Source: an optimization exercise on an open RTL-to-GDS flow (aim: small area, a short achievable clock period and few clock cycles). Production flows keep margins and buffers that such runs may drop. Function was checked by simulation only, so behaviour that the tests miss may differ from the original. No activity file was given, so power comes from the tool's default toggle rates.

==> design/flow/design.v <==
module categorizer (
  input        [15:0] F,
  output logic [18:0] D
);
  logic [4:0] ef;
  logic [9:0] f;
  logic       exp_ones, exp_zero, f_zero;
  logic [3:0] lz;
  logic [9:0] fs;
  always_comb begin
    ef = F[14:10];
    f  = F[9:0];
    exp_ones = &ef;
    exp_zero = ~|ef;
    f_zero   = ~|f;
    lz = 4'd9;
    for (int k = 0; k < 10; k++)
      if (f[k])
        lz = 4'(9 - k);
    fs = f << (lz + 4'd1);
    D[18] = F[15];
    D[17] = ~exp_ones & ~(exp_zero & f_zero);
    D[16] = exp_ones;
    if (exp_ones) begin
      D[15:10] = 6'd0;
      D[9:2]   = 8'd0;
      D[1]     = f[9];
      D[0]     = ~f_zero;
    end else if (exp_zero) begin
      D[15:10] = 6'(4'd9 - lz);
      D[9:0]   = fs;
    end else begin
      D[15:10] = 6'(ef) + 6'd9;
      D[9:0]   = f;
    end
  end
endmodule
module sig_mul (
  input  [9:0] A,
  input  [4:0] NEG,
  input  [5:0] ONE,
  input  [5:0] TWO,
  output [21:10] S,
  output [21:10] C,
  output CO   
);
  wire t1;
  wire t2;
  wire t3;
  wire t4;
  wire t5;
  wire t6;
  wire t7;
  wire t8;
  wire t9;
  wire t10;
  wire t11;
  wire t12;
  wire t13;
  wire t14;
  wire t15;
  wire t16;
  wire t17;
  wire t18;
  wire t19;
  wire t20;
  wire t21;
  wire t22;
  wire t23;
  wire t24;
  wire t25;
  wire t26;
  wire t27;
  wire t28;
  wire t29;
  wire t30;
  wire t31;
  wire t32;
  wire t33;
  wire t34;
  wire t35;
  wire t36;
  wire t37;
  wire t38;
  wire t39;
  wire t40;
  wire t41;
  wire t42;
  wire t43;
  wire t44;
  wire t45;
  wire t46;
  wire t47;
  wire t48;
  wire t49;
  wire t50;
  wire t51;
  wire t52;
  wire t53;
  wire t54;
  wire t55;
  wire t56;
  wire t57;
  wire t58;
  wire t59;
  wire t60;
  wire t61;
  wire t62;
  wire t63;
  wire t64;
  wire t65;
  wire t66;
  wire t67;
  wire t68;
  wire t69;
  wire t70;
  wire t71;
  wire t72;
  wire t73;
  wire t74;
  wire t75;
  wire t76;
  wire t77;
  wire t78;
  wire t79;
  wire t80;
  wire t81;
  wire t82;
  wire t83;
  wire t84;
  wire t85;
  wire t86;
  wire t87;
  wire t88;
  wire t89;
  wire t90;
  wire t91;
  wire t92;
  wire t93;
  wire t94;
  wire t95;
  wire t96;
  wire t97;
  wire t98;
  wire t99;
  wire t100;
  wire t101;
  wire t102;
  wire t103;
  wire t104;
  wire t105;
  wire t106;
  wire t107;
  wire t108;
  wire t109;
  wire t110;
  wire t111;
  wire t112;
  wire t113;
  wire t114;
  wire t115;
  wire t116;
  wire t117;
  wire t118;
  wire t119;
  wire t120;
  wire t121;
  wire t122;
  wire t123;
  wire t124;
  wire t125;
  wire t126;
  wire t127;
  wire t128;
  wire t129;
  wire t130;
  wire t131;
  wire t132;
  wire t133;
  wire t134;
  wire t135;
  wire t136;
  wire t137;
  wire t138;
  wire t139;
  wire t140;
  wire t141;
  wire t142;
  wire t143;
  wire t144;
  wire t145;
  wire t146;
  wire t147;
  wire t148;
  wire t149;
  wire t150;
  wire t151;
  wire t152;
  wire t153;
  wire t154;
  wire t155;
  wire t156;
  wire t157;
  wire t158;
  wire t159;
  wire t160;
  wire t161;
  wire t162;
  wire t163;
  wire t164;
  wire t165;
  wire t166;
  wire t167;
  wire t168;
  wire t169;
  wire t170;
  wire t171;
  wire t172;
  wire t173;
  wire t174;
  wire t175;
  wire t176;
  wire t177;
  wire t178;
  wire t179;
  wire t180;
  wire t181;
  wire t182;
  wire t183;
  wire t184;
  assign t1 = (((ONE[0] & A[0])) ^ NEG[0]);
  assign t2 = (((ONE[0] & A[1]) | (TWO[0] & A[0])) ^ NEG[0]);
  assign t3 = (((ONE[0] & A[2]) | (TWO[0] & A[1])) ^ NEG[0]);
  assign t4 = (((ONE[0] & A[3]) | (TWO[0] & A[2])) ^ NEG[0]);
  assign t5 = (((ONE[0] & A[4]) | (TWO[0] & A[3])) ^ NEG[0]);
  assign t6 = (((ONE[0] & A[5]) | (TWO[0] & A[4])) ^ NEG[0]);
  assign t7 = (((ONE[0] & A[6]) | (TWO[0] & A[5])) ^ NEG[0]);
  assign t8 = (((ONE[0] & A[7]) | (TWO[0] & A[6])) ^ NEG[0]);
  assign t9 = (((ONE[0] & A[8]) | (TWO[0] & A[7])) ^ NEG[0]);
  assign t10 = (((ONE[0] & A[9]) | (TWO[0] & A[8])) ^ NEG[0]);
  assign t11 = (((ONE[0]) | (TWO[0] & A[9])) ^ NEG[0]);
  assign t12 = (((TWO[0])) ^ NEG[0]);
  assign t13 = (((ONE[1] & A[0])) ^ NEG[1]);
  assign t14 = (((ONE[1] & A[1]) | (TWO[1] & A[0])) ^ NEG[1]);
  assign t15 = (((ONE[1] & A[2]) | (TWO[1] & A[1])) ^ NEG[1]);
  assign t16 = (((ONE[1] & A[3]) | (TWO[1] & A[2])) ^ NEG[1]);
  assign t17 = (((ONE[1] & A[4]) | (TWO[1] & A[3])) ^ NEG[1]);
  assign t18 = (((ONE[1] & A[5]) | (TWO[1] & A[4])) ^ NEG[1]);
  assign t19 = (((ONE[1] & A[6]) | (TWO[1] & A[5])) ^ NEG[1]);
  assign t20 = (((ONE[1] & A[7]) | (TWO[1] & A[6])) ^ NEG[1]);
  assign t21 = (((ONE[1] & A[8]) | (TWO[1] & A[7])) ^ NEG[1]);
  assign t22 = (((ONE[1] & A[9]) | (TWO[1] & A[8])) ^ NEG[1]);
  assign t23 = (((ONE[1]) | (TWO[1] & A[9])) ^ NEG[1]);
  assign t24 = (((TWO[1])) ^ NEG[1]);
  assign t25 = (((ONE[2] & A[0])) ^ NEG[2]);
  assign t26 = (((ONE[2] & A[1]) | (TWO[2] & A[0])) ^ NEG[2]);
  assign t27 = (((ONE[2] & A[2]) | (TWO[2] & A[1])) ^ NEG[2]);
  assign t28 = (((ONE[2] & A[3]) | (TWO[2] & A[2])) ^ NEG[2]);
  assign t29 = (((ONE[2] & A[4]) | (TWO[2] & A[3])) ^ NEG[2]);
  assign t30 = (((ONE[2] & A[5]) | (TWO[2] & A[4])) ^ NEG[2]);
  assign t31 = (((ONE[2] & A[6]) | (TWO[2] & A[5])) ^ NEG[2]);
  assign t32 = (((ONE[2] & A[7]) | (TWO[2] & A[6])) ^ NEG[2]);
  assign t33 = (((ONE[2] & A[8]) | (TWO[2] & A[7])) ^ NEG[2]);
  assign t34 = (((ONE[2] & A[9]) | (TWO[2] & A[8])) ^ NEG[2]);
  assign t35 = (((ONE[2]) | (TWO[2] & A[9])) ^ NEG[2]);
  assign t36 = (((TWO[2])) ^ NEG[2]);
  assign t37 = (((ONE[3] & A[0])) ^ NEG[3]);
  assign t38 = (((ONE[3] & A[1]) | (TWO[3] & A[0])) ^ NEG[3]);
  assign t39 = (((ONE[3] & A[2]) | (TWO[3] & A[1])) ^ NEG[3]);
  assign t40 = (((ONE[3] & A[3]) | (TWO[3] & A[2])) ^ NEG[3]);
  assign t41 = (((ONE[3] & A[4]) | (TWO[3] & A[3])) ^ NEG[3]);
  assign t42 = (((ONE[3] & A[5]) | (TWO[3] & A[4])) ^ NEG[3]);
  assign t43 = (((ONE[3] & A[6]) | (TWO[3] & A[5])) ^ NEG[3]);
  assign t44 = (((ONE[3] & A[7]) | (TWO[3] & A[6])) ^ NEG[3]);
  assign t45 = (((ONE[3] & A[8]) | (TWO[3] & A[7])) ^ NEG[3]);
  assign t46 = (((ONE[3] & A[9]) | (TWO[3] & A[8])) ^ NEG[3]);
  assign t47 = (((ONE[3]) | (TWO[3] & A[9])) ^ NEG[3]);
  assign t48 = (((TWO[3])) ^ NEG[3]);
  assign t49 = (((ONE[4] & A[0])) ^ NEG[4]);
  assign t50 = (((ONE[4] & A[1]) | (TWO[4] & A[0])) ^ NEG[4]);
  assign t51 = (((ONE[4] & A[2]) | (TWO[4] & A[1])) ^ NEG[4]);
  assign t52 = (((ONE[4] & A[3]) | (TWO[4] & A[2])) ^ NEG[4]);
  assign t53 = (((ONE[4] & A[4]) | (TWO[4] & A[3])) ^ NEG[4]);
  assign t54 = (((ONE[4] & A[5]) | (TWO[4] & A[4])) ^ NEG[4]);
  assign t55 = (((ONE[4] & A[6]) | (TWO[4] & A[5])) ^ NEG[4]);
  assign t56 = (((ONE[4] & A[7]) | (TWO[4] & A[6])) ^ NEG[4]);
  assign t57 = (((ONE[4] & A[8]) | (TWO[4] & A[7])) ^ NEG[4]);
  assign t58 = (((ONE[4] & A[9]) | (TWO[4] & A[8])) ^ NEG[4]);
  assign t59 = (((ONE[4]) | (TWO[4] & A[9])) ^ NEG[4]);
  assign t60 = (((TWO[4])) ^ NEG[4]);
  assign t61 = ((ONE[5] & A[0]));
  assign t62 = ((ONE[5] & A[1]) | (TWO[5] & A[0]));
  assign t63 = ((ONE[5] & A[2]) | (TWO[5] & A[1]));
  assign t64 = ((ONE[5] & A[3]) | (TWO[5] & A[2]));
  assign t65 = ((ONE[5] & A[4]) | (TWO[5] & A[3]));
  assign t66 = ((ONE[5] & A[5]) | (TWO[5] & A[4]));
  assign t67 = ((ONE[5] & A[6]) | (TWO[5] & A[5]));
  assign t68 = ((ONE[5] & A[7]) | (TWO[5] & A[6]));
  assign t69 = ((ONE[5] & A[8]) | (TWO[5] & A[7]));
  assign t70 = ((ONE[5] & A[9]) | (TWO[5] & A[8]));
  assign t71 = ((ONE[5]) | (TWO[5] & A[9]));
  assign t72 = ((TWO[5]));
  assign t73 = t7 ^ t17;
  assign t74 = t7 & t17;
  assign t75 = t8 ^ t18;
  assign t76 = t8 & t18;
  assign t77 = t9 ^ t19 ^ t29;
  assign t78 = (t9 & t19) | (t9 & t29) | (t19 & t29);
  assign t79 = t39 ^ t49;
  assign t80 = t39 & t49;
  assign t81 = t10 ^ t20 ^ t30;
  assign t82 = (t10 & t20) | (t10 & t30) | (t20 & t30);
  assign t83 = t40 ^ t50;
  assign t84 = t40 & t50;
  assign t85 = t11 ^ t21 ^ t31;
  assign t86 = (t11 & t21) | (t11 & t31) | (t21 & t31);
  assign t87 = t41 ^ t51 ^ t61;
  assign t88 = (t41 & t51) | (t41 & t61) | (t51 & t61);
  assign t89 = t12 ^ t22 ^ t32;
  assign t90 = (t12 & t22) | (t12 & t32) | (t22 & t32);
  assign t91 = t42 ^ t52 ^ t62;
  assign t92 = (t42 & t52) | (t42 & t62) | (t52 & t62);
  assign t93 = t23 ^ t33 ^ t43;
  assign t94 = (t23 & t33) | (t23 & t43) | (t33 & t43);
  assign t95 = t53 ^ t63 ^ NEG[0];
  assign t96 = (t53 & t63) | (t53 & NEG[0]) | (t63 & NEG[0]);
  assign t97 = t24 ^ t34 ^ t44;
  assign t98 = (t24 & t34) | (t24 & t44) | (t34 & t44);
  assign t99 = t54 ^ t64 ^ NEG[0];
  assign t100 = (t54 & t64) | (t54 & NEG[0]) | (t64 & NEG[0]);
  assign t101 = t35 ^ t45 ^ t55;
  assign t102 = (t35 & t45) | (t35 & t55) | (t45 & t55);
  assign t103 = t65 ^ ~NEG[0] ^ ~NEG[1];
  assign t104 = (t65 & ~NEG[0]) | (t65 & ~NEG[1]) | (~NEG[0] & ~NEG[1]);
  assign t105 = t36 ^ t46 ^ t56;
  assign t106 = (t36 & t46) | (t36 & t56) | (t46 & t56);
  assign t107 = t66 ^ 1'b1;
  assign t108 = t66 & 1'b1;
  assign t109 = t47 ^ t57 ^ t67;
  assign t110 = (t47 & t57) | (t47 & t67) | (t57 & t67);
  assign t111 = t48 ^ t58;
  assign t112 = t48 & t58;
  assign t113 = t5 ^ t15;
  assign t114 = t5 & t15;
  assign t115 = t6 ^ t16;
  assign t116 = t6 & t16;
  assign t117 = t73 ^ t27 ^ t37;
  assign t118 = (t73 & t27) | (t73 & t37) | (t27 & t37);
  assign t119 = t75 ^ t28 ^ t38;
  assign t120 = (t75 & t28) | (t75 & t38) | (t28 & t38);
  assign t121 = t77 ^ t79 ^ NEG[4];
  assign t122 = (t77 & t79) | (t77 & NEG[4]) | (t79 & NEG[4]);
  assign t123 = t81 ^ t83 ^ t78;
  assign t124 = (t81 & t83) | (t81 & t78) | (t83 & t78);
  assign t125 = t85 ^ t87 ^ t82;
  assign t126 = (t85 & t87) | (t85 & t82) | (t87 & t82);
  assign t127 = t89 ^ t91 ^ t86;
  assign t128 = (t89 & t91) | (t89 & t86) | (t91 & t86);
  assign t129 = t93 ^ t95 ^ t90;
  assign t130 = (t93 & t95) | (t93 & t90) | (t95 & t90);
  assign t131 = t97 ^ t99 ^ t94;
  assign t132 = (t97 & t99) | (t97 & t94) | (t99 & t94);
  assign t133 = t101 ^ t103 ^ t98;
  assign t134 = (t101 & t103) | (t101 & t98) | (t103 & t98);
  assign t135 = t105 ^ t107 ^ t102;
  assign t136 = (t105 & t107) | (t105 & t102) | (t107 & t102);
  assign t137 = t109 ^ ~NEG[2] ^ t106;
  assign t138 = (t109 & ~NEG[2]) | (t109 & t106) | (~NEG[2] & t106);
  assign t139 = t111 ^ t68 ^ 1'b1;
  assign t140 = (t111 & t68) | (t111 & 1'b1) | (t68 & 1'b1);
  assign t141 = t59 ^ t69 ^ ~NEG[3];
  assign t142 = (t59 & t69) | (t59 & ~NEG[3]) | (t69 & ~NEG[3]);
  assign t143 = t60 ^ t70;
  assign t144 = t60 & t70;
  assign t145 = t3 ^ t13;
  assign t146 = t3 & t13;
  assign t147 = t4 ^ t14;
  assign t148 = t4 & t14;
  assign t149 = t113 ^ t25 ^ NEG[2];
  assign t150 = (t113 & t25) | (t113 & NEG[2]) | (t25 & NEG[2]);
  assign t151 = t115 ^ t26 ^ t114;
  assign t152 = (t115 & t26) | (t115 & t114) | (t26 & t114);
  assign t153 = t117 ^ NEG[3] ^ t116;
  assign t154 = (t117 & NEG[3]) | (t117 & t116) | (NEG[3] & t116);
  assign t155 = t119 ^ t74 ^ t118;
  assign t156 = (t119 & t74) | (t119 & t118) | (t74 & t118);
  assign t157 = t121 ^ t76 ^ t120;
  assign t158 = (t121 & t76) | (t121 & t120) | (t76 & t120);
  assign t159 = t123 ^ t80 ^ t122;
  assign t160 = (t123 & t80) | (t123 & t122) | (t80 & t122);
  assign t161 = t125 ^ t84 ^ t124;
  assign t162 = (t125 & t84) | (t125 & t124) | (t84 & t124);
  assign t163 = t127 ^ t88 ^ t126;
  assign t164 = (t127 & t88) | (t127 & t126) | (t88 & t126);
  assign t165 = t129 ^ t92 ^ t128;
  assign t166 = (t129 & t92) | (t129 & t128) | (t92 & t128);
  assign t167 = t131 ^ t96 ^ t130;
  assign t168 = (t131 & t96) | (t131 & t130) | (t96 & t130);
  assign t169 = t133 ^ t100 ^ t132;
  assign t170 = (t133 & t100) | (t133 & t132) | (t100 & t132);
  assign t171 = t135 ^ t104 ^ t134;
  assign t172 = (t135 & t104) | (t135 & t134) | (t104 & t134);
  assign t173 = t137 ^ t108 ^ t136;
  assign t174 = (t137 & t108) | (t137 & t136) | (t108 & t136);
  assign t175 = t139 ^ t110 ^ t138;
  assign t176 = (t139 & t110) | (t139 & t138) | (t110 & t138);
  assign t177 = t141 ^ t112 ^ t140;
  assign t178 = (t141 & t112) | (t141 & t140) | (t112 & t140);
  assign t179 = t143 ^ 1'b1 ^ t142;
  assign t180 = (t143 & 1'b1) | (t143 & t142) | (1'b1 & t142);
  assign t181 = t71 ^ ~NEG[4] ^ t144;
  assign t182 = (t71 & ~NEG[4]) | (t71 & t144) | (~NEG[4] & t144);
  assign t183 = t72 ^ 1'b1;
  assign t184 = t72 & 1'b1;
  wire [21:0] r0 = {t183, t181, t179, t177, t175, t173, t171, t169, t167, t165, t163, t161, t159, t157, t155, t153, t151, t149, t147, t145, t2, t1};
  wire [21:0] r1 = {t182, t180, t178, t176, t174, t172, t170, t168, t166, t164, t162, t160, t158, t156, t154, t152, t150, t148, t146, NEG[1], 1'b0, NEG[0]};
  wire [10:0] low = {1'b0, r0[9:0]} + {1'b0, r1[9:0]};
  assign S = r0[21:10];
  assign C = r1[21:10];
  assign CO = low[10];
endmodule
module booth_enc (
  input        [9:0] B,
  output logic [4:0] NEG,
  output logic [5:0] ONE,
  output logic [5:0] TWO
);
  logic [11:0] b;   
  always_comb begin
    b = {1'b1, B, 1'b0};
    for (int k = 0; k < 5; k++) begin
      NEG[k] = b[2*k+2] & ~(b[2*k+1] & b[2*k]);
      ONE[k] = b[2*k+1] ^ b[2*k];
      TWO[k] = (b[2*k+2] & ~b[2*k+1] & ~b[2*k]) | (~b[2*k+2] & b[2*k+1] & b[2*k]);
    end
    ONE[5] = ~b[10];
    TWO[5] = b[10];
  end
endmodule
module subnorm_calc (
  input        [11:0] MS  ,
  input        [11:0] MC  ,
  input               CO  ,
  input        [ 6:0] ESUM,
  input               SGN ,
  input               NZ  ,
  input               SP  ,
  output logic [41:0] X   ,
  output logic        CI  ,
  output logic        SPO    
);
  logic [11:0] m;
  logic [11:0] mt;
  logic        add, neg;
  logic [ 5:0] r;
  logic [81:0] v;
  always_comb begin
    m   = MS + MC + 12'(CO);
    add = NZ & (ESUM >= 7'd23) & ~ESUM[6];
    neg = add & SGN;
    mt  = add ? ({m[11:1], m[0] & ~m[11]} ^ {12{SGN}}) : 12'd0;
    r   = ~ESUM[5:0];
    v   = {{41{neg}}, mt, {29{neg}}};
    X   = 42'(v >> r);
    CI  = neg;
    SPO = SP | (NZ & (ESUM[6] | ((ESUM[5:0] == 6'd63) & m[11])));
  end
endmodule
module multiplier (
  input        [18:0] A     ,
  input        [25:0] B     ,
  output logic [11:0] MS    ,
  output logic [11:0] MC    ,
  output logic        CO    ,
  output logic [ 6:0] ESUM  ,
  output logic        SGN   ,
  output logic        NZ    ,  
  output logic        SP    ,  
  output logic        NAN   ,
  output logic        SPSIGN
);
  logic a_zero, b_zero, a_inf, b_inf, a_nan, b_nan, a_snan, b_snan;
  sig_mul sm (
    .A  (A[9:0]  ),
    .NEG(B[16:12]),
    .ONE(B[11:6] ),
    .TWO(B[5:0]  ),
    .S  (MS      ),
    .C  (MC      ),
    .CO (CO      )
  );
  always_comb begin
    ESUM = 7'(A[15:10]) + 7'(B[22:17]);
    SGN  = A[18] ^ B[25];
    NZ   = A[17] & B[24];
    a_zero = ~A[17] & ~A[16];
    b_zero = ~B[24] & ~B[23];
    a_nan  = A[16] & A[0];
    b_nan  = B[23] & B[0];
    a_inf  = A[16] & ~A[0];
    b_inf  = B[23] & ~B[0];
    a_snan = a_nan & ~A[1];
    b_snan = b_nan & ~B[1];
    NAN = a_nan | b_nan | (a_inf & b_zero) | (a_zero & b_inf);
    SP  = NAN | a_inf | b_inf;
    if (a_snan)
      SPSIGN = A[18];
    else if (b_snan)
      SPSIGN = B[25];
    else if (a_nan)
      SPSIGN = A[18];
    else if (b_nan)
      SPSIGN = B[25];
    else
      SPSIGN = A[18] ^ B[25];
  end
endmodule
module post_add_norm (
  input        [41:0] SUM ,
  output logic        SIGN,
  output logic [41:0] MAG
);
  logic [41:0] z;
  always_comb begin
    SIGN = SUM[41];
    z = {SUM[40:0], 1'b0};
    for (int l = 1; l < 42; l = l * 2)
      for (int i = 0; i < 42; i++)
        if ((i / l) % 2 == 1)
          z[i] = z[i] | z[(i / l) * l - 1];
    MAG = SUM ^ ({42{SIGN}} & z);
  end
endmodule
module final_result (
  input        [41:0] MAG    ,
  input               SIGN   ,
  input               SP_ANY ,
  input               SP_NAN ,
  input               SP_SIGN,
  output logic [15:0] DO
);
  logic [39:0] v;
  logic [ 4:0] lz;
  logic        sub;
  logic        ovf;
  always_comb begin
    v = MAG[39:0];
    lz[4] = ~|v[39:24]; if (lz[4]) v = v << 16;
    lz[3] = ~|v[39:32]; if (lz[3]) v = v << 8;
    lz[2] = ~|v[39:36]; if (lz[2]) v = v << 4;
    lz[1] = ~|v[39:38]; if (lz[1]) v = v << 2;
    lz[0] = ~v[39];     if (lz[0]) v = v << 1;
    sub = ~|MAG[39:10];   
    ovf = (|MAG[41:40]) || ((&MAG[39:29]) && (|MAG[28:0]));
    if (SP_ANY)
      DO = {SP_SIGN, SP_NAN ? 15'h7FFF : 15'h7C00};
    else if (ovf)
      DO = {SIGN, 15'h7C00};
    else if (sub)
      DO = {SIGN, 5'd0, MAG[9:0]};
    else
      DO = {SIGN, 5'd30 - lz, v[38:29]};
  end
endmodule
module acc (
  input               CLK    ,
  input               RSTn   ,
  input               DVI    ,
  input               DVN    ,  
  input        [41:0] X      ,
  input               CI     ,
  input               SP     ,
  input               NAN    ,
  input               SPSIGN ,
  output logic [41:0] ACC    ,
  output logic        FIN    ,  
  output logic        SP_ANY ,
  output logic        SP_NAN ,
  output logic        SP_SIGN
);
  logic [1:0] cnt;
  logic       first;   
  logic       first_n;
  logic       clr;     
  always_comb
    first_n = DVI ? (cnt == 2'd3) : first;
  always_ff @(negedge RSTn, posedge CLK)
    if (!RSTn)
      clr <= 1'b0;
    else
      clr <= DVN && first_n;
  logic [41:0] a, g, p, gg, pp;
  always_comb begin
    a  = clr ? 42'd0 : ACC;
    g  = a & X;
    p  = a ^ X;
    gg = g;
    pp = p;
    gg[0] = g[0] | (p[0] & CI);
    for (int l = 1; l < 42; l = l * 2)
      for (int i = 0; i < 42; i++)
        if ((i / l) % 2 == 1) begin
          gg[i] = gg[i] | (pp[i] & gg[(i / l) * l - 1]);
          pp[i] = pp[i] & pp[(i / l) * l - 1];
        end
  end
  always_ff @(posedge CLK)
    ACC <= p ^ {gg[40:0], CI};
  always_ff @(negedge RSTn, posedge CLK)
    if (!RSTn) begin
      cnt   <= 2'd0;
      first <= 1'b1;
      FIN   <= 1'b0;
    end else begin
      if (DVI) begin
        cnt   <= cnt + 2'd1;
      end
      first <= first_n;
      FIN <= DVI && (cnt == 2'd3);
    end
  always_ff @(posedge CLK)
    if (DVI && (first || (!SP_ANY && SP))) begin
      SP_ANY  <= SP;
      SP_NAN  <= NAN;
      SP_SIGN <= SPSIGN;
    end
endmodule
module mac (
  input               CLK ,
  input               RSTn,
  input               DVI ,
  input        [18:0] A   ,
  input        [25:0] B   ,
  output logic        FIN ,
  output logic [44:0] RES
);
  logic [11:0] p_ms, p_mc;
  logic        p_co;
  logic [ 6:0] p_esum;
  logic        p_sgn, p_nz, p_sp, p_nan, p_spsign;
  multiplier mul (
    .A     (A       ),
    .B     (B       ),
    .MS    (p_ms    ),
    .MC    (p_mc    ),
    .CO    (p_co    ),
    .ESUM  (p_esum  ),
    .SGN   (p_sgn   ),
    .NZ    (p_nz    ),
    .SP    (p_sp    ),
    .NAN   (p_nan   ),
    .SPSIGN(p_spsign)
  );
  logic        m_v;
  logic [11:0] m_ms, m_mc;
  logic        m_co;
  logic [ 6:0] m_esum;
  logic        m_sgn, m_nz, m_sp, m_nan, m_spsign;
  always_ff @(negedge RSTn, posedge CLK)
    if (!RSTn)
      m_v <= 1'b0;
    else
      m_v <= DVI;
  always_ff @(posedge CLK) begin
    m_ms     <= p_ms;
    m_mc     <= p_mc;
    m_co     <= p_co;
    m_esum   <= p_esum;
    m_sgn    <= p_sgn;
    m_nz     <= p_nz & DVI;
    m_sp     <= p_sp;
    m_nan    <= p_nan;
    m_spsign <= p_spsign;
  end
  logic [41:0] q_x;
  logic        q_ci, q_sp;
  subnorm_calc align (
    .MS  (m_ms  ),
    .MC  (m_mc  ),
    .CO  (m_co  ),
    .ESUM(m_esum),
    .SGN (m_sgn ),
    .NZ  (m_nz  ),
    .SP  (m_sp  ),
    .X   (q_x   ),
    .CI  (q_ci  ),
    .SPO (q_sp  )
  );
  logic        a_v;
  logic [41:0] a_x;
  logic        a_ci, a_sp, a_nan, a_spsign;
  always_ff @(negedge RSTn, posedge CLK)
    if (!RSTn)
      a_v <= 1'b0;
    else
      a_v <= m_v;
  always_ff @(posedge CLK) begin
    a_x      <= q_x;
    a_ci     <= q_ci;
    a_sp     <= q_sp;
    a_nan    <= m_nan;
    a_spsign <= m_spsign;
  end
  acc accum (
    .CLK    (CLK      ),
    .RSTn   (RSTn     ),
    .DVI    (a_v      ),
    .DVN    (m_v      ),
    .X      (a_x      ),
    .CI     (a_ci     ),
    .SP     (a_sp     ),
    .NAN    (a_nan    ),
    .SPSIGN (a_spsign ),
    .ACC    (RES[41:0]),
    .FIN    (FIN      ),
    .SP_ANY (RES[42]  ),
    .SP_NAN (RES[43]  ),
    .SP_SIGN(RES[44]  )
  );
endmodule
module sa #(parameter DIMENSION = 4) (
  input                                             CLK ,
  input                                             RSTn,
  input        [DIMENSION-1:0]                      DVI ,
  input        [          1:0][DIMENSION-1:0][15:0] DI  ,
  output logic [DIMENSION-1:0][DIMENSION-1:0]       DVO ,
  output logic [DIMENSION-1:0][DIMENSION-1:0][15:0] DO
);
  localparam N = DIMENSION;
  localparam W  = 19;   
  localparam WC = 26;   
  logic [N-1:0][W-1:0]  row_dec, col_dec;
  for (genvar i = 0; i < N; i++) begin : g_dec
    categorizer row_cat (.F(DI[0][i]), .D(row_dec[i]));
    categorizer col_cat (.F(DI[1][i]), .D(col_dec[i]));
  end
  logic [N-1:0][N:0][W-1:0]    row_pp;
  logic [N-1:0][W-1:0]         col_q;     
  logic [N-1:0][WC-1:0]        col_enc;
  logic [N-1:0][N-1:1][WC-1:0] col_pp;    
  logic [N-1:0][N:0]           dv_pp;
  for (genvar i = 0; i < N; i++) begin : g_pp
    logic [4:0] neg;
    logic [5:0] one, two;
    booth_enc col_bth (.B(col_q[i][9:0]), .NEG(neg), .ONE(one), .TWO(two));
    always_comb
      if (col_q[i][16])
        col_enc[i] = {col_q[i][18:10], 15'd0, col_q[i][1:0]};
      else
        col_enc[i] = {col_q[i][18:10], neg, one, two};
    always_ff @(posedge CLK) begin
      row_pp[i][0] <= row_dec[i];
      for (int d = 1; d <= N; d++)
        row_pp[i][d] <= row_pp[i][d-1];
      col_q[i]     <= col_dec[i];
      col_pp[i][1] <= col_enc[i];
      for (int d = 2; d < N; d++)
        col_pp[i][d] <= col_pp[i][d-1];
    end
    always_ff @(negedge RSTn, posedge CLK)
      if (!RSTn)
        dv_pp[i] <= '0;
      else
        dv_pp[i] <= {dv_pp[i][N-1:0], DVI[i]};
  end
  logic [N-1:0][N-1:0]       fin;
  logic [N-1:0][N-1:0][44:0] res;
  logic [N-1:0][44:0]        sel;
  logic [N-1:0][15:0]        result;
  logic [N-1:0][15:0]        do_q;
  logic [N-1:0][41:0]        mag_q;
  logic [N-1:0]              sign_q;
  logic [N-1:0][2:0]         sp_q;
  logic [N-1:0][N-1:0]       fin_q;
  logic [N-1:0]              n_sign;
  logic [N-1:0][41:0]        n_mag;
  for (genvar i = 0; i < N; i++) begin : g_row
    for (genvar j = 0; j < N; j++) begin : g_pe
      localparam int DR = (i == 0) ? j + 1 : j;
      localparam int DC = (i == 0) ? 1 : i;
      mac pe (
        .CLK (CLK          ),
        .RSTn(RSTn         ),
        .DVI (dv_pp[i][DR] ),
        .A   (row_pp[i][DR]),
        .B   (col_pp[j][DC]),
        .FIN (fin[i][j]   ),
        .RES (res[i][j]   )
      );
    end
    always_comb begin
      sel[i] = '0;
      for (int j = 0; j < N; j++)
        sel[i] = sel[i] | (res[i][j] & {45{fin[i][j]}});
    end
    post_add_norm abs_val (
      .SUM (sel[i][41:0]),
      .SIGN(n_sign[i]   ),
      .MAG (n_mag[i]    )
    );
    always_ff @(posedge CLK) begin
      mag_q[i]  <= n_mag[i];
      sign_q[i] <= n_sign[i];
      sp_q[i]   <= sel[i][44:42];
    end
    always_ff @(negedge RSTn, posedge CLK)
      if (!RSTn)
        fin_q[i] <= '0;
      else
        fin_q[i] <= fin[i];
    final_result fr (
      .MAG    (mag_q[i]   ),
      .SIGN   (sign_q[i]  ),
      .SP_ANY (sp_q[i][0] ),
      .SP_NAN (sp_q[i][1] ),
      .SP_SIGN(sp_q[i][2] ),
      .DO     (result[i]  )
    );
    always_ff @(posedge CLK)
      do_q[i] <= result[i];
    always_ff @(posedge CLK)
      DVO[i] <= fin_q[i];
    for (genvar j = 0; j < N; j++) begin : g_do
      always_comb
        DO[i][j] = do_q[i];
    end
  end
endmodule
==> design/flow/flow/run.sh <==
#!/bin/bash
# Own layout flow: the standard synthesis unchanged, then the standard
# ORFS steps with timing repair aimed below the 10 ns clock period (the
# design is still laid out and signed off at the design's clock period and
# constraints), gate resizing across cell footprints, a clock tree without
# dummy loads, buf_2 port buffers, and the DO pins that share a register
# placed side by side.
# Each step's output goes to a log file of its own.
set -euo pipefail

# extra make variables for the layout steps
EXTRA="MATCH_CELL_FOOTPRINT=0 SETUP_SLACK_MARGIN=6.55 PRE_IO_PLACEMENT_TCL=$(pwd)/flow/io.tcl"
export BUFFER_PORTS_ARGS="-buffer_cell sky130_fd_sc_hd__buf_2"
export CTS_ARGS="-sink_clustering_enable -repair_clock_nets -sink_clustering_size 40 -sink_clustering_max_diameter 60 -dont_use_dummy_load"

bash standard.sh synth > synth.log 2>&1
sed "s|\"\${@:-finish}\"|$EXTRA \"\${@:-finish}\"|" standard.sh > layout.sh
for step in floorplan place cts route finish; do
  bash layout.sh $step > $step.log 2>&1
done
==> design/flow/flow/io.tcl <==
# Pin placement: the four DO ports of a row that show the same register bit
# (DO[i][0..3][b]) are placed next to each other.
for {set i 0} {$i < 4} {incr i} {
  for {set b 0} {$b < 16} {incr b} {
    set pins {}
    for {set j 0} {$j < 4} {incr j} {
      lappend pins "DO\[[expr {$i * 64 + $j * 16 + $b}]\]"
    }
    set_io_pin_constraint -group -order -pin_names $pins
  }
}
==> design/flow/standard.sh <==
#!/bin/bash
# synth_recipe.tcl (not shown) runs the flow's synth.tcl, then flattens the netlist and writes it again
# the make line also repeats each setting of config.mk as NAME=value (left out here)
make -C /OpenROAD-flow-scripts/flow DESIGN_CONFIG=/design/flow/config.mk WORK_HOME=/design/flow/orfs CLKGATE_MAP_FILE= SYNTH_SCRIPT=/design/flow/synth_recipe.tcl "${@:-finish}"
==> design/flow/config.mk <==
export PLATFORM = sky130hd
export DESIGN_NAME = sa
export DESIGN_NICKNAME = sa
export VERILOG_FILES = /design/flow/design.v
export SDC_FILE = /design/flow/constraint.sdc
export NUM_CORES = 8
export LEC_CHECK = 0
export ABC_AREA = 0
export CAP_MARGIN = 20
export CORE_MARGIN = 2
export CORE_UTILIZATION = 50
export PLACE_DENSITY = 0.68
export SLEW_MARGIN = 20
==> design/flow/constraint.sdc <==
create_clock -name core_clock -period 10.0 [get_ports {CLK}]
set_input_delay 2.0000 -clock core_clock [delete_from_list [all_inputs] [get_ports {CLK}]]
set_output_delay 2.0000 -clock core_clock [all_outputs]
set_load 0.01 [all_outputs]
==> flow_summary.yaml, run 1 <==
outcome:
  status: "finished clean"
critical_path:
  critPathArrivalTime_ps: 4490
  critical_path.endpoint_type: "register"
  critPathSlowestCell: "or4_4"
  critPathKind: "reg2reg"
  cp_max_fo: 10
  crit_chain: "buf_12 > a22oi_2 > nand2_1 > or3_1 > or4_4 > nor4_4 > nand3_4 > or4_4 > or3_4 > a21oi_2 > a31oi_1"
  cp_common_cell: "or4_4"
  path_delay_family: "simple AND/OR/NAND/NOR gates"
  crit_required_ps: 10710
  critPathLaunchType: "register"
  worstPathBufferInverterCount: 1
  max_stage_delay_ps: 590
synth:
  synth_top_area_frac: 0.298
  yosys.area.top_type: "dfxtp_1"
  synth_most_common_cell: "dfxtp_1"
  ys_seq_area_frac: 0.320
  synth_top_flop_cell: "dfxtp_1"
  synthCells: 22200
  yosys-top-cells-area: "dfxtp_1 (30%), fa_1 (8.2%), ha_1 (8.0%)"
  syn_nets: 24400
  synthTopCellsByCount: "dfxtp_1 (2,971), xnor2_1 (1,399), inv_1 (1,373)"
  ys_warn_count: 9
  synth_seq_cells: 3140
  async_flop_share: 0.0385
  ys_types: 106
  syn-cell-area_sq_um: 200000
  synth-edff-count: 48
  avgSynthCellArea_sq_um: 8.99
die:
  std_cell_rows: 232
  fp.dieH_um: 636
  die-area_sq_um: 404000
  die_x_um: 636
  initial_core_util: 0.501
  design.core.area_sq_um: 399000
  pin_count: 406
clock_tree:
  clock_sinks: 3140
  root_buffer: "clkbuf_16"
  cts-buffers-inserted: 288
  cts_tree: "yes"
  clockBufferDepth: 4
  clock_latency_ps: 980
  path_clk_slew_ps: 110
  htreeDepth: 5
  cts_hold_buf: 0
global_routing:
  grt_use_met2: 0.475
  antenna_found_initial: 53
  use_met1: 0.434
  first_global_vias: 161000
  grt_busiest_layer: "met2"
  grt_max_degree: 54
  grtUsageTotal: 0.312
  grt_overflow_total: 0
  met3_usage: 0.0504
  grt_pass1_wl_mm: 994
place:
  hpwl_mm: 478
  place_congestion: 0.983
  io_buffers: 405
  placed_cells: 26600
detailed_routing:
  vias_per_cell: 6.16
  drt_pass1_iterations: 9
  wire_per_inst_um: 24.0
  vias: 172000
  drt-total-wl_mm: 672
  ant_nets: 0
  first_iter_violations: 18400
  route.detailed.drc: 0
sta:
  finalSetupTns_ps: 0
  min_period_ps: 3770
  grt_setup_unrepaired: "yes"
  setup_viol: 0
  hold_viol: 0
  worst_pin_slew_ps: 1190
  slew_headroom: 0.208
  fmax_mhz: 265
  finalCritPeriodShare: 0.377
  slew_violations: 0
  fin_skew_ps: 123
job:
  cap_violations: 0
pwr:
  pwr_density_cell_nw_per_um2: 378
  ir_worst_vdd_v: 0.000218
  p_leak_nw: 99.6
layout:
  layoutNonFillerInstCount: 27900
  drive_above_1_share: 0.207
  multi_input_area_sq_um: 138000
  nFillCells: 33800
  seqCellArea_sq_um: 64700
  nets: 24900
  area_growth_pct: 18.2
hold_path:
  hold_class: "reg2reg"
## final cells by class
class | count | area share
clock buffers | 288 | 0.0305
repair inverters | 3 | 0.0000636
repair buffers | 1609 | 0.0595
multi-input cells | 16200 | 0.584
well taps | 5265 | 0.0279
diodes | 40 | 0.000424
flip-flops and latches | 3140 | 0.274
inverters | 1414 | 0.0232
## where the power goes
group	internal (W)	total, W	switching, W
clock	0.00505	0.00965	0.00460
sequential	0.0174	0.0218	0.00433
combinational	0.0252	0.0579	0.0327
total	0.0477	0.0893	0.0416
## metrics by stage
step	worst slack [ps]	util	power (W)	cell area [sq um]	hold slack, ps
final	6230	0.592	0.0893	236000	252
after floorplan	5980	-	0.0534	201000	310
after global placement	5260	0.514	0.0655	205000	311
after detailed placement	5260	0.514	0.0661	205000	312
after CTS	6250	0.563	0.0819	224000	257
after global routing	6090	0.592	0.0950	236000	264
## cell families after synthesis
logic type | synth area share
xor+xnor | 0.0928
fa+ha+maj | 0.162
compound gates | 0.202
mux | 0.0250
simple gates | 0.140
buf+inv | 0.0584
flops | 0.320
## registers in the layout (all words and copies together) (netlist names), 19 cells and up
name	count
g_row.g_pe.pe.A	304
g_row.g_pe.pe.m_ms	188
g_row.g_pe.pe.m_esum	112
col_q	76
g_row.g_pe.pe.accum.cnt	32
g_row.g_pe.pe.accum.ACC	672
g_row.g_pe.pe.a_x	672
row_pp	19
col_pp	312
do_q	64
mag_q	168
g_row.g_pe.pe.m_mc	192
## final timing paths
check,depth (start not counted),start,end,slack [ps]
min in group asynchronous,1,RSTn,fin_q[2],1030
hold / removal,0,row_pp[11],g_row[0].g_pe[0].pe.A[11],250
setup / recovery,11,g_row[2].g_pe[0].pe.accum.FIN,mag_q[118],6230
setup reg to reg,11,g_row[2].g_pe[0].pe.accum.FIN,mag_q[118],6230
hold reg to reg,0,row_pp[11],g_row[0].g_pe[0].pe.A[11],250
max in group asynchronous,2,RSTn,g_row[1].g_pe[2].pe.accum.clr,7580
## cells in the final DEF, fill, tap and decap left out, types with 810 or more instances in the layout
cell,instances
a21oi_1,907
ha_1,1248
nor2b_1,810
xnor2_1,1328
a22oi_1,1042
nor2_1,1261
buf_4,866
inv_1,1308
nand2_1,1274
dfxtp_1,2643
## routing by layer
| layer | wire, um | vias to the layer above |
|---|---|---|
| li1 | - | 78800 |
| met1 | 284000 | 83600 |
| met2 | 291000 | 8101 |
| met3 | 58900 | 1513 |
| met4 | 38200 | 20 |
| met5 | 133 | - |
## what timing repair did
action | in CTS | in global routing
cloned | 49 | 10
endpoints found under the setup margin | 1371 | 1010
resized for setup | 1783 | 1801
pin swaps | 606 | 968
hold endpoints to repair | 0 | 0
setup buffers | 509 | 439
## worst reg2reg max path, stage by stage (launching register included)
cell and delay, ps:
dfrtp_2 430, buf_12 150, a22oi_2 260, nand2_1 170, or3_1 380, or4_4 530, nor4_4 340, nand3_4 110
or4_4 590, or3_4 380, a21oi_2 140, a31oi_1 50
Testbench counts, summed over its fixed seeds: cycles 1,120.
==> run 2, diff against run 1 <==
--- a/design/flow/flow/run.sh
+++ b/design/flow/flow/run.sh
@@ -13,3 +13,3 @@
 export BUFFER_PORTS_ARGS="-buffer_cell sky130_fd_sc_hd__buf_2"
-export CTS_ARGS="-sink_clustering_enable -repair_clock_nets -sink_clustering_size 40 -sink_clustering_max_diameter 60 -dont_use_dummy_load"
+export CTS_ARGS="-sink_clustering_enable -repair_clock_nets -sink_clustering_size 40 -sink_clustering_max_diameter 55 -dont_use_dummy_load"
 
--- a/design/flow/config.mk
+++ b/design/flow/config.mk
@@ -7,3 +7,3 @@
 export LEC_CHECK = 0
-export ABC_AREA = 0
+export ABC_AREA = 1
 export CAP_MARGIN = 20
@@ -11,3 +11,3 @@
 export CORE_UTILIZATION = 50
-export PLACE_DENSITY = 0.68
+export PLACE_DENSITY = 0.75
 export SLEW_MARGIN = 20
==> run 2 against run 1 <==
Compared with the run above: still clean on timing, DRC and antenna; first-iteration DRC count shrank 7.1%; sequential cell count is the same; via count about the same; critical path type is now in2reg; critical endpoint is now g_row[2].g_pe[0].pe.A[11]; largest cell class unchanged; highest routed layer unchanged.
==> flow_summary.yaml, run 2 <==
outcome:
  status: "finished clean"
critical_path:
  critical_path.endpoint_type: "register"
  crit_required_ps: 10820
  r2r_start: "g_row[0].g_pe[1].pe.accum.clr"
  path_delay_family: "adder cells"
  r2r_end: "g_row[0].g_pe[1].pe.accum.ACC[7]"
  critPathKind: "in2reg"
  worst-path-stages: 6
  cp_max_fo: 19
  worstPathBufferInverterCount: 3
  critPathSlowestCell: "ha_2"
  critPathArrivalTime_ps: 4310
  critPathLaunchType: "primary input"
  max_stage_delay_ps: 910
  crit_chain: "buf_2 > clkinvlp_4 > ha_2 > o21ai_0 > buf_4 > a21oi_1"
  rrSetupSlack_ps: 6530
  r2r_cells: 25
sta:
  holdWs_ps: 291
  slew_headroom: 0.0242
  slew_violations: 0
  worst_pin_slew_ps: 1460
  fmax_mhz: 287
  min_period_ps: 3490
  fin_skew_ps: 117
  finalCritPeriodShare: 0.349
  finalSetupTns_ps: 0
  grt_setup_unrepaired: "yes"
  hold_viol: 0
  setup_viol: 0
clock_tree:
  cts-buffers-inserted: 314
  cts_tree: "yes"
  root_buffer: "clkbuf_16"
  path_clk_slew_ps: 80
  cts_hold_buf: 0
  clock_sinks: 3140
  clockBufferDepth: 4
  htreeDepth: 5
  clock_latency_ps: 990
place:
  hpwl_mm: 480
  io_buffers: 405
  place_congestion: 1.00
layout:
  reg_top3: "g_row.g_pe.pe.a_x (672), g_row.g_pe.pe.accum.ACC (672), col_pp (312)"
  final_cell_mix: "nand2_1 (5,557), inv_1 (3,144), dfxtp_1 (2,736)"
  nets: 28000
  drive_above_1_share: 0.102
  area_growth_pct: 11.5
  layout_commonest_cell: "nand2_1"
synth:
  ys_seq_area_frac: 0.329
  yosys-top-cells-area: "dfxtp_1 (31%), nand2_1 (11%), fa_1 (8.4%)"
  synth_top_area_frac: 0.306
  synth-edff-count: 48
  ys_types: 72
  synthTopCellsByCount: "nand2_1 (5,628), inv_1 (3,271), dfxtp_1 (2,971)"
  avgSynthCellArea_sq_um: 7.66
  ys_warn_count: 9
  syn-cell-area_sq_um: 194000
  synth_seq_cells: 3140
  async_flop_share: 0.0385
  yosys.area.top_type: "dfxtp_1"
  synthCells: 25400
  syn_nets: 27600
  synth_most_common_cell: "nand2_1"
  synth_top_flop_cell: "dfxtp_1"
pwr:
  ir_worst_vdd_v: 0.000235
  pwr_density_cell_nw_per_um2: 348
  p_leak_nw: 109
die:
  fp.dieH_um: 627
  die-area_sq_um: 393000
  std_cell_rows: 228
  design.core.area_sq_um: 386000
  die_x_um: 627
  initial_core_util: 0.503
  pin_count: 406
detailed_routing:
  wire_per_inst_um: 20.2
  first_iter_violations: 17100
  drt_pass1_iterations: 8
  vias_per_cell: 5.54
  route.detailed.drc: 0
  ant_nets: 0
  drt-total-wl_mm: 629
  vias: 172000
hold_path:
  hold_class: "reg2reg"
  holdPathStages: 0
  min-delay-start: "row_pp[16]"
  min_to: "g_row[0].g_pe[0].pe.A[16]"
global_routing:
  grt_overflow_total: 0
  antenna_found_initial: 80
  grtUsageTotal: 0.305
  grt_max_degree: 51
  grt_pass1_wl_mm: 934
  first_global_vias: 160000
job:
  cap_violations: 0
run 2: changes by cell type in the layout (fill, tap and decap cells not counted), moves of 279 or more:
cell,delta
a21o_1,-343
a22oi_1,-1042
inv_1,+1836
nand2_1,+4283
nand3_1,+1385
nor2_1,+513
nor2b_1,-810
nor3_1,-290
o21ai_0,+279
o22ai_1,+1015
xnor2_1,-1051
xor2_1,+871
run 2: worst reg2reg max path, cell delays in order (launching register included):
cell     delay, ps
dfrtp_2        390
buf_12         130
inv_4           40
nand2_4         50
fa_2           190
inv_2           40
fa_2           350
nand2_2         80
nand2_2         60
o21ai_2         90
o21ai_2        100
buf_4          140
buf_4          120
buf_4          130
buf_4          130
buf_4          120
buf_4          120
buf_4          130
buf_4          130
buf_4          120
buf_4          120
buf_4          130
buf_6          110
buf_6          120
a21oi_4        170
xnor2_2        140
run 2: layer usage:
layer / part of all wire / track usage / vias to the layer above
met5: 0.00087 / 0.00469 / -
li1: - / - / 82300
met2: 0.43 / 0.468 / 7718
met4: 0.060 / 0.158 / 48
met1: 0.41 / 0.403 / 80400
met3: 0.096 / 0.0651 / 1541
run 2: worst max path at each step:
| stage | from | to | slack, ps |
|---|---|---|---|
| after floorplan | DI[1] | row_pp[8] | 6300 |
| after global placement | DI[33] | g_row[2].g_pe[0].pe.A[8] | 5110 |
| after detailed placement | DI[33] | g_row[2].g_pe[0].pe.A[8] | 5220 |
| after CTS | g_row[3].g_pe[1].pe.accum.clr | g_row[3].g_pe[1].pe.accum.ACC[32] | 6440 |
| after global routing | g_row[0].g_pe[1].pe.accum.clr | g_row[0].g_pe[1].pe.accum.ACC[7] | 6430 |
| final | DI[42] | g_row[2].g_pe[0].pe.A[11] | 6510 |
run 2: kinds of logic (layout without fill, tap and decap cells):
group                    count (synthesis)  in the layout  share of synthesized area
AND/OR/NAND/NOR                       9646           9646                      0.205
XOR/XNOR                              1847           1847                     0.0833
AO/OA/AOI/OAI                         3982           3982                      0.120
multiplexers                            14             14                   0.000728
buffers and inverters                 4643           5048                     0.0959
other                                    0            131                          0
adder cells (fa/ha/maj)               2088           2088                      0.166
flip-flops                            3140           3140                      0.329
run 2: cell type report:
class	count	area (sq um)
clock buffer	314	7860
multi-input combinational	17600	114000
inverter	3588	14400
tap	5175	6470
timing repair inverter	37	194
antenna	131	328
sequential	3140	64500
timing repair buffer	1109	9110
fill	35200	170000
run 2: report_power, final:
group / internal (W) / switching (W) / total, W / leakage [nW]
Sequential: 0.0175 / 0.00347 / 0.0210 / 26.8
Combinational: 0.0163 / 0.0279 / 0.0442 / 78.6
Clock: 0.00548 / 0.00469 / 0.0102 / 3.87
run 2: what timing repair did:
item,in CTS,in global routing
gates cloned,33,34
buffers inserted,242,350
setup endpoints to repair,1208,1002
pin swaps,101,160
resized for setup,690,537
run 2: metrics by stage:
step | instance area [sq um] | total power [W] | std cells | utilization | setup WS, ps
after floorplan | 195000 | 0.0499 | 25400 | - | 6300
after global placement | 199000 | 0.0601 | 30000 | 0.515 | 5110
after detailed placement | 199000 | 0.0613 | 30000 | 0.515 | 5220
after CTS | 212000 | 0.0731 | 30600 | 0.548 | 6440
after global routing | 217000 | 0.0814 | 31000 | 0.561 | 6430
final | 217000 | 0.0753 | 31100 | 0.561 | 6510
==> run 3, diff against run 2 <==
--- a/design/flow/config.mk
+++ b/design/flow/config.mk
@@ -11,3 +11,3 @@
 export CORE_UTILIZATION = 50
-export PLACE_DENSITY = 0.75
+export PLACE_DENSITY = 0.82
 export SLEW_MARGIN = 20
==> run 3 against run 2 <==
Compared with the run above: still clean on timing, DRC and antenna; combinational power hardly changed; sequential power hardly changed; worst hold slack worse by 38 ps; area after synthesis stayed put; critical path depth is 4 higher; final cell count is 0.16% higher; global-route usage is 0.050 points lower; sequential cell count stayed put; synthesized cell count stayed put; routed wire length is 0.30% higher; largest power group unchanged.
==> flow_summary.yaml, run 3 <==
outcome:
  status: "finished clean"
pwr:
  p_comb_frac: 0.588
  p_leak_nw: 109
  clockPowerShare: 0.132
  switching_share: 0.481
  pwr-share-seq: 0.280
  p_int_w: 0.0391
  pwr_density_cell_nw_per_um2: 348
  switching_power_w: 0.0362
  ir_worst_vdd_v: 0.000252
sta:
  slew_violations: 0
  worst_pin_slew_ps: 1120
  fin_skew_ps: 101
  finalCritPeriodShare: 0.359
  hold_viol: 0
  grt_setup_unrepaired: "yes"
  finalSetupTns_ps: 0
  setup_viol: 0
  min_period_ps: 3590
  slew_headroom: 0.252
  fmax_mhz: 279
global_routing:
  grt_overflow_total: 0
  grtUsageTotal: 0.305
  grt_max_degree: 90
  grt_pass1_wl_mm: 936
  antenna_found_initial: 96
  first_global_vias: 163000
place:
  hpwl_mm: 476
  place_congestion: 1.02
  placed_cells: 30000
  io_buffers: 405
critical_path:
  critPathArrivalTime_ps: 4310
  critPathSlowestCell: "fa_1"
  startpoint: "col_pp[138]"
  cp_common_cell: "fa_1"
  max_stage_delay_ps: 490
  r2r_start: "col_pp[138]"
  critical_path.endpoint_type: "register"
  critPathLaunchType: "register"
  r2r_end: "g_row[3].g_pe[1].pe.m_co"
  crit_required_ps: 10730
  critPathKind: "reg2reg"
  crit_end: "g_row[3].g_pe[1].pe.m_co"
  crit_chain: "clkinvlp_4 > o22ai_1 > xor2_1 > fa_1 > fa_1 > inv_1 > fa_1 > ha_1 > a21oi_1 > nand2_1"
  rrSetupSlack_ps: 6410
  r2r_cells: 10
  cp_max_fo: 6
clock_tree:
  cts_tree: "yes"
  cts-buffers-inserted: 304
  clock_latency_ps: 990
  htreeDepth: 5
  clockBufferDepth: 4
  clock_sinks: 3140
  root_buffer: "clkbuf_16"
  path_clk_slew_ps: 70
synth:
  synth-edff-count: 48
  synthCells: 25400
  yosys.area.top_type: "dfxtp_1"
  ys_seq_area_frac: 0.329
  syn-cell-area_sq_um: 194000
  synth_top_area_frac: 0.306
  synth_top_flop_cell: "dfxtp_1"
  async_flop_share: 0.0385
  syn_nets: 27600
  synthTopCellsByCount: "nand2_1 (5,628), inv_1 (3,271), dfxtp_1 (2,971)"
  yosys-top-cells-area: "dfxtp_1 (31%), nand2_1 (11%), fa_1 (8.4%)"
  synth_seq_cells: 3140
  ys_types: 72
  avgSynthCellArea_sq_um: 7.66
  ys_warn_count: 9
  synth_most_common_cell: "nand2_1"
layout:
  final_cell_mix: "nand2_1 (5,573), inv_1 (3,146), dfxtp_1 (2,707)"
  area_growth_pct: 11.5
  drive_above_1_share: 0.104
  layoutNonFillerInstCount: 31100
  nets: 28000
  layout_commonest_cell: "nand2_1"
  reg_top3: "g_row.g_pe.pe.a_x (672), g_row.g_pe.pe.accum.ACC (672), col_pp (312)"
detailed_routing:
  first_iter_violations: 19400
  wire_per_inst_um: 20.3
  drt_pass1_iterations: 12
  vias_per_cell: 5.60
  route.detailed.drc: 0
  ant_nets: 0
  vias: 174000
  drt-total-wl_mm: 631
job:
  cap_violations: 0
die:
  initial_core_util: 0.503
  std_cell_rows: 228
  fp.dieH_um: 627
  design.core.area_sq_um: 386000
  die-area_sq_um: 393000
  die_x_um: 627
  pin_count: 406
hold_path:
  hold_class: "reg2reg"
run 3: cell types whose count changed in the layout (fill, tap and decap cells not counted), moves of 12 or more:
cell,change
buf_4,+57
dfxtp_1,-29
buf_2,+26
dfxtp_2,+25
nand2_1,+16
nand2_2,-13
buf_6,-12
clkinv_1,-12
run 3: worst max-delay path, delay by kind of cell, from the launching register on:
family                   cells  cell delay (ps)
adder cells (fa/ha/maj)      4             1770
AO/OA/AOI/OAI                2              470
flip-flops                   1              450
buffers and inverters        2              280
XOR/XNOR                     1              260
AND/OR/NAND/NOR              1              140
run 3: what timing repair did:
item,4_1_cts,5_1_grt
endpoints found under the setup margin,1195,1037
gates resized for setup,631,568
hold buffers,0,0
pin swaps,96,144
cloned,33,25
buffers inserted,280,385
run 3: stage by stage:
step,hold slack [ps],cell area (sq um),total power (W),utilization,setup WS (ps)
after floorplan,310,195000,0.0499,-,6300
after global placement,310,199000,0.0599,0.515,5010
after detailed placement,312,199000,0.0614,0.515,5050
after CTS,261,211000,0.0730,0.547,6510
after global routing,261,216000,0.0813,0.560,6400
final,253,217000,0.0753,0.561,6410
run 3: layout make-up:
| cell class | instances | area, sq um |
|---|---|---|
| inverters | 3588 | 14400 |
| multi-input cells | 17600 | 114000 |
| repair inverters | 30 | 153 |
| fillers | 34200 | 170000 |
| repair buffers | 1175 | 9440 |
| flip-flops and latches | 3140 | 64500 |
| well taps | 5175 | 6470 |
| clock buffers | 304 | 7610 |
| diodes | 132 | 330 |
run 3: power by group through the flow:
| stage | Clock [W] | Combinational (W) | Sequential (W) |
|---|---|---|---|
| 3_3_place_gp | 0 | 0.0391 | 0.0208 |
| 4_1_cts | 0.0100 | 0.0421 | 0.0208 |
| 3_5_place_dp | 0 | 0.0405 | 0.0209 |
| 5_1_grt | 0.0105 | 0.0494 | 0.0214 |
| 2_1_floorplan | 0 | 0.0308 | 0.0190 |
| 6_report | 0.00997 | 0.0443 | 0.0210 |
run 3: worst min path at each step:
stage,endpoint,slack [ps],start,depth (start not counted)
floorplan,col_pp[100],310,col_q[34],0
global placement,col_pp[255],310,col_q[71],0
detailed placement,col_pp[100],310,col_q[34],0
CTS,g_row[0].g_pe[0].pe.A[16],260,row_pp[16],0
global route,g_row[0].g_pe[0].pe.A[16],260,row_pp[16],0
finish,g_row[0].g_pe[0].pe.A[16],250,row_pp[16],0
run 3: routing by layer:
metal  up-vias  share of wire  track usage
met3      1918           0.10       0.0661
met4        52          0.077        0.196
met2      8703           0.42        0.458
li1      82400              -            -
met5         -        0.00056            0
met1     81200           0.40        0.395
run 3: kinds of logic after synthesis:
logic type,synth area share
multiplexers,0.000728
AO/OA/AOI/OAI,0.120
AND/OR/NAND/NOR,0.205
flip-flops,0.329
XOR/XNOR,0.0833
adder cells (fa/ha/maj),0.166
buffers and inverters,0.0959
==> run 4, diff against run 3 <==
--- a/design/flow/config.mk
+++ b/design/flow/config.mk
@@ -11,3 +11,3 @@
 export CORE_UTILIZATION = 50
-export PLACE_DENSITY = 0.82
+export PLACE_DENSITY = 0.68
 export SLEW_MARGIN = 20
==> run 4 against run 3 <==
Compared with the run above: final cell count fell by 0.12%; first-iteration DRC count fell by 10%; combinational power about the same; sequential share of layout area about the same; via count decreased by 2.3%; critical path depth down 9; clock-buffer cell count up 12; global-route usage increased by 0.43 points; die area unchanged; worst setup slack better by 130 ps; register-to-register slack better by 150 ps; non-clock buffer count down 48.
==> flow_summary.yaml, run 4 <==
synth:
  synth_top_area_frac: 0.306
  synth_seq_cells: 3140
  yosys-top-cells-area: "dfxtp_1 (31%), nand2_1 (11%), fa_1 (8.4%)"
  synthCells: 25400
  synthTopCellsByCount: "nand2_1 (5,628), inv_1 (3,271), dfxtp_1 (2,971)"
  syn_nets: 27600
  avgSynthCellArea_sq_um: 7.66
  ys_types: 72
  yosys.area.top_type: "dfxtp_1"
  ys_seq_area_frac: 0.329
  synth_most_common_cell: "nand2_1"
  syn-cell-area_sq_um: 194000
  synth_top_flop_cell: "dfxtp_1"
  ys_warn_count: 9
  synth-edff-count: 48
  async_flop_share: 0.0385
sta:
  holdWs_ps: 301
  fin_skew_ps: 91.0
  worst_pin_slew_ps: 1320
  setup_viol: 0
  min_period_ps: 3460
  slew_violations: 0
  finalCritPeriodShare: 0.346
  grt_setup_unrepaired: "yes"
  finalSetupTns_ps: 0
  hold_viol: 0
  fmax_mhz: 289
  slew_headroom: 0.117
critical_path:
  critPathKind: "reg2out"
  crit_required_ps: 8000
  worstPathBufferInverterCount: 1
  critPathLaunchType: "register"
  r2r_cells: 10
  critPathSlowestCell: "dfxtp_4"
  cp_max_fo: 4
  critPathArrivalTime_ps: 1460
  max_stage_delay_ps: 390
  worst-path-stages: 1
  path_delay_family: "flip-flops"
  critical_path.endpoint_type: "output pin"
  crit_chain: "buf_6"
global_routing:
  grt_max_degree: 64
  grtUsageTotal: 0.309
  first_global_vias: 158000
  antenna_found_initial: 83
  grt_overflow_total: 0
  grt_pass1_wl_mm: 942
clock_tree:
  cts_tree: "yes"
  htreeDepth: 5
  root_buffer: "clkbuf_16"
  path_clk_slew_ps: 90
  cts-buffers-inserted: 316
  cts_hold_buf: 0
  clock_sinks: 3140
  clockBufferDepth: 4
  clock_latency_ps: 970
detailed_routing:
  drt_pass1_iterations: 6
  route.detailed.drc: 0
  vias: 170000
  vias_per_cell: 5.48
  wire_per_inst_um: 20.3
  ant_nets: 0
  drt-total-wl_mm: 630
  first_iter_violations: 17300
layout:
  layout_commonest_cell: "nand2_1"
  reg_top3: "g_row.g_pe.pe.a_x (672), g_row.g_pe.pe.accum.ACC (672), col_pp (312)"
  area_growth_pct: 11.6
  drive_above_1_share: 0.102
  final_cell_mix: "nand2_1 (5,577), inv_1 (3,145), dfxtp_1 (2,720)"
  nets: 28000
pwr:
  p_leak_nw: 109
  pwr_density_cell_nw_per_um2: 348
  ir_worst_vdd_v: 0.000233
job:
  cap_violations: 0
outcome:
  status: "finished clean"
die:
  pin_count: 406
  std_cell_rows: 228
  fp.dieH_um: 627
  die_x_um: 627
  initial_core_util: 0.503
  die-area_sq_um: 393000
  design.core.area_sq_um: 386000
place:
  io_buffers: 405
  hpwl_mm: 486
  place_congestion: 0.994
hold_path:
  hold_class: "reg2reg"
  holdPathStages: 0
==> run 4: what timing repair did <==
| item | 4_1_cts | 5_1_grt |
|---|---|---|
| endpoints found under the setup margin | 1181 | 1065 |
| resized for setup | 709 | 486 |
| cloned | 33 | 29 |
| pin swaps | 98 | 126 |
| setup buffers | 247 | 350 |
==> run 4: layer usage <==
layer | part of all wire | up-vias | GRT usage
li1 | - | 82300 | -
met1 | 0.44 | 79900 | 0.430
met2 | 0.43 | 6894 | 0.472
met3 | 0.085 | 1211 | 0.0518
met4 | 0.049 | 26 | 0.134
met5 | 0.00028 | - | 0
==> run 4: kinds of logic (layout without fill, tap and decap cells) <==
group | count (synthesis) | in the layout | synth area share
AND/OR/NAND/NOR | 9646 | 9646 | 0.205
multiplexers | 14 | 14 | 0.000728
buffers and inverters | 4643 | 5063 | 0.0959
other | 0 | 128 | 0
adder cells (fa/ha/maj) | 2088 | 2088 | 0.166
AO/OA/AOI/OAI | 3982 | 3982 | 0.120
flip-flops | 3140 | 3140 | 0.329
XOR/XNOR | 1847 | 1847 | 0.0833
==> run 4: report_power, final <==
group	total (W)	leakage [nW]	switching [W]	internal, W
combinational	0.0444	78.6	0.0281	0.0163
sequential	0.0209	26.8	0.00341	0.0175
clock	0.0102	3.89	0.00468	0.00552
==> run 4: worst paths after layout <==
check,slack (ps),endpoint,start
setup / recovery,6540,DO[79],do_q[31]
hold / removal,300,g_row[1].g_pe[3].pe.a_nan,g_row[1].g_pe[3].pe.m_nan
setup reg to reg,6560,g_row[2].g_pe[1].pe.m_co,col_pp[105]
hold reg to reg,300,g_row[1].g_pe[3].pe.a_nan,g_row[1].g_pe[3].pe.m_nan
max in group asynchronous,7190,g_row[1].g_pe[2].pe.accum.clr,RSTn
min in group asynchronous,1090,dv_pp[15],RSTn
==> run 4: through the flow <==
step	instances	power, W	area (sq um)	worst slack [ps]	utilization
floorplan	25400	0.0499	195000	6300	-
global placement	30000	0.0609	199000	5010	0.515
detailed placement	30000	0.0618	199000	5150	0.515
CTS	30600	0.0737	212000	6470	0.549
global route	31000	0.0820	217000	6430	0.561
finish	31100	0.0755	217000	6540	0.561
==> run 4: area by class of cell <==
type,instances,area (sq um)
Fill cell,36000,170000
Tap cell,5175,6470
Antenna cell,128,320
Inverter,3588,14400
Timing Repair inverter,32,165
Clock buffer,316,7910
Timing Repair Buffer,1127,9290
Multi-Input combinational cell,17600,114000
Sequential cell,3140,64500
==> run 5, diff against run 4 <==
--- a/design/flow/flow/run.sh
+++ b/design/flow/flow/run.sh
@@ -5,4 +5,4 @@
 # constraints), gate resizing across cell footprints, a clock tree without
-# dummy loads, buf_2 port buffers, and the DO pins that share a register
-# placed side by side.
+# dummy loads, buf_2 port buffers, the DO pins that share a register placed
+# side by side and the clock pin in the middle of an edge.
 # Each step's output goes to a log file of its own.
@@ -13,3 +13,3 @@
 export BUFFER_PORTS_ARGS="-buffer_cell sky130_fd_sc_hd__buf_2"
-export CTS_ARGS="-sink_clustering_enable -repair_clock_nets -sink_clustering_size 40 -sink_clustering_max_diameter 55 -dont_use_dummy_load"
+export CTS_ARGS="-sink_clustering_enable -repair_clock_nets -sink_clustering_size 40 -sink_clustering_max_diameter 60 -dont_use_dummy_load"
 
--- a/design/flow/flow/io.tcl
+++ b/design/flow/flow/io.tcl
@@ -11 +11,7 @@
 }
+
+# The clock pin goes to the middle of the left edge, close to the root of
+# the clock tree at the centre of the die.
+set die [[ord::get_db_block] getDieArea]
+set mid [expr {[$die yMax] / 2000.0}]
+set_io_pin_constraint -pin_names {CLK} -region left:[expr {$mid - 10}]-[expr {$mid + 10}]
==> run 5 against run 4 <==
Compared with the run above: sequential cell count unchanged; total power decreased by 1.1%; core utilization decreased by 0.41 points; worst setup slack improved by 3.0 ps; largest cell class unchanged; routed wire length decreased by 0.38%; sequential share of layout area increased by 0.18 points; clock power decreased by 8%; first-iteration DRC count decreased by 2.6%; register-to-register slack about the same; clock skew increased by 10 ps; critical path depth increased by 9.
==> flow_summary.yaml, run 5 <==
critical_path:
  crit_end: "g_row[0].g_pe[2].pe.m_co"
  rrSetupSlack_ps: 6550
  worstPathBufferInverterCount: 2
  critPathSlowestCell: "dfxtp_1"
  startpoint: "g_row[0].g_pe[2].pe.A[9]"
  r2r_cells: 10
  cp_max_fo: 8
  max_stage_delay_ps: 590
  critPathArrivalTime_ps: 4190
  critical_path.endpoint_type: "register"
  crit_required_ps: 10740
  path_delay_family: "adder cells"
  r2r_start: "g_row[0].g_pe[2].pe.A[9]"
  cp_common_cell: "fa_1"
  worst-path-stages: 10
  crit_chain: "inv_1 > o22ai_1 > xor2_1 > fa_1 > fa_1 > inv_1 > fa_1 > ha_1 > a21oi_1 > o21ai_0"
  r2r_end: "g_row[0].g_pe[2].pe.m_co"
clock_tree:
  path_clk_slew_ps: 100
  root_buffer: "clkbuf_16"
  cts-buffers-inserted: 275
  clock_latency_ps: 960
  clockBufferDepth: 4
pwr:
  pwr_density_cell_nw_per_um2: 347
  ir_worst_vdd_v: 0.000254
sta:
  finalSetupTns_ps: 0
  setup_ws_ps: 6550
  fin_skew_ps: 101
  grt_setup_unrepaired: "yes"
  min_period_ps: 3450
  setup_viol: 0
  fmax_mhz: 290
  hold_viol: 0
global_routing:
  antenna_found_initial: 91
  grt_overflow_total: 0
  first_global_vias: 156000
  grtUsageTotal: 0.306
  grt_pass1_wl_mm: 934
  grt_max_degree: 48
layout:
  reg_top3: "g_row.g_pe.pe.a_x (672), g_row.g_pe.pe.accum.ACC (672), col_pp (312)"
  layout_commonest_cell: "nand2_1"
  drive_above_1_share: 0.103
  final_cell_mix: "nand2_1 (5,569), inv_1 (3,135), dfxtp_1 (2,713)"
  nets: 28000
synth:
  syn_nets: 27600
  yosys.area_share.adder: 0.166
  synth_seq_cells: 3140
  synth-edff-count: 48
  synth_top_area_frac: 0.306
  syn-cell-area_sq_um: 194000
  synth_top_family_by_area: "simple AND/OR/NAND/NOR gates"
  synthTopCellsByCount: "nand2_1 (5,628), inv_1 (3,271), dfxtp_1 (2,971)"
  yosys-top-cells-area: "dfxtp_1 (31%), nand2_1 (11%), fa_1 (8.4%)"
  avgSynthCellArea_sq_um: 7.66
  ys_warn_count: 9
  ys_seq_area_frac: 0.329
  synth_most_common_cell: "nand2_1"
  synth_top_flop_cell: "dfxtp_1"
  yosys.area_share.simple: 0.205
detailed_routing:
  vias: 170000
  first_iter_violations: 16900
  ant_nets: 0
  route.detailed.drc: 0
  drt_pass1_iterations: 6
die:
  die_x_um: 627
  initial_core_util: 0.503
  fp.dieH_um: 627
  die-area_sq_um: 393000
outcome:
  status: "finished clean"
place:
  placed_cells: 30000
  pre_cts_ws_ps: 5060
  hpwl_mm: 487
## run 5: where the power goes
group          internal [W]  switching (W)  leakage (nW)
Combinational        0.0162         0.0283          78.5
Sequential           0.0175        0.00336          26.8
Clock               0.00483        0.00452          3.39
Total                0.0385         0.0362           109
## run 5: per-layer routing
metal	global-route usage	wire length (um)	vias up
met2	0.466	268000	6877
li1	-	-	82200
met3	0.0531	54400	1194
met5	0	261	-
met4	0.133	31300	40
met1	0.426	273000	79400
## run 5: logic make-up after synthesis
group | after synthesis
AND/OR/NAND/NOR | 9646
buffers and inverters | 4643
AO/OA/AOI/OAI | 3982
flip-flops | 3140
adder cells (fa/ha/maj) | 2088
XOR/XNOR | 1847
multiplexers | 14
## run 5: cell type report
| type | count | area, sq um |
|---|---|---|
| antenna | 121 | 303 |
| clock buffer | 275 | 6880 |
| fill | 36200 | 171000 |
| inverter | 3588 | 14400 |
| multi-input combinational | 17600 | 114000 |
| sequential | 3140 | 64500 |
| tap | 5175 | 6470 |
| timing repair buffer | 1160 | 8680 |
| timing repair inverter | 33 | 170 |
## run 5: worst register-to-register path: cells and delay by family, from the launching register on
family	cells	cell delay (ps)
xor gates and xnor gates	1	240
adders and majority gates	4	1710
AOI/OAI and AO/OA	3	410
DFF	1	590
buffers and inverters	2	300
## run 5: timing repair
action / CTS / global route
pin swaps: 103 / 155
gates resized for setup: 543 / 532
buffers inserted: 251 / 380
gates cloned: 35 / 28
setup endpoints to repair: 1268 / 957
## run 5: per-stage QoR
step            util  instance area (sq um)  total power, W  hold slack [ps]
3_3_place_gp   0.515                 199000          0.0610              310
3_5_place_dp   0.515                 199000          0.0619              312
5_1_grt        0.557                 215000          0.0810              283
6_report       0.557                 215000          0.0747              280
2_1_floorplan      -                 195000          0.0499              310
4_1_cts        0.544                 210000          0.0726              291
## run 5: worst min-delay path by stage
stage / startpoint / endpoint / slack [ps]
floorplan: col_q[34] / col_pp[100] / 310
global placement: col_q[70] / col_pp[254] / 310
detailed placement: g_row[1].g_pe[2].pe.m_nan / g_row[1].g_pe[2].pe.a_nan / 310
CTS: col_q[32] / col_pp[98] / 290
global route: col_q[32] / col_pp[98] / 280
finish: col_q[32] / col_pp[98] / 280

Re-timed with assumed drivers on the ports (clkbuf_16 on the clock, buf_2 on other inputs), run 5 has 6.509 ns of setup slack against 6.546 ns with ideal ports, and 5.516 ns once port delays also move by the mid clock arrival of 0.997 ns.
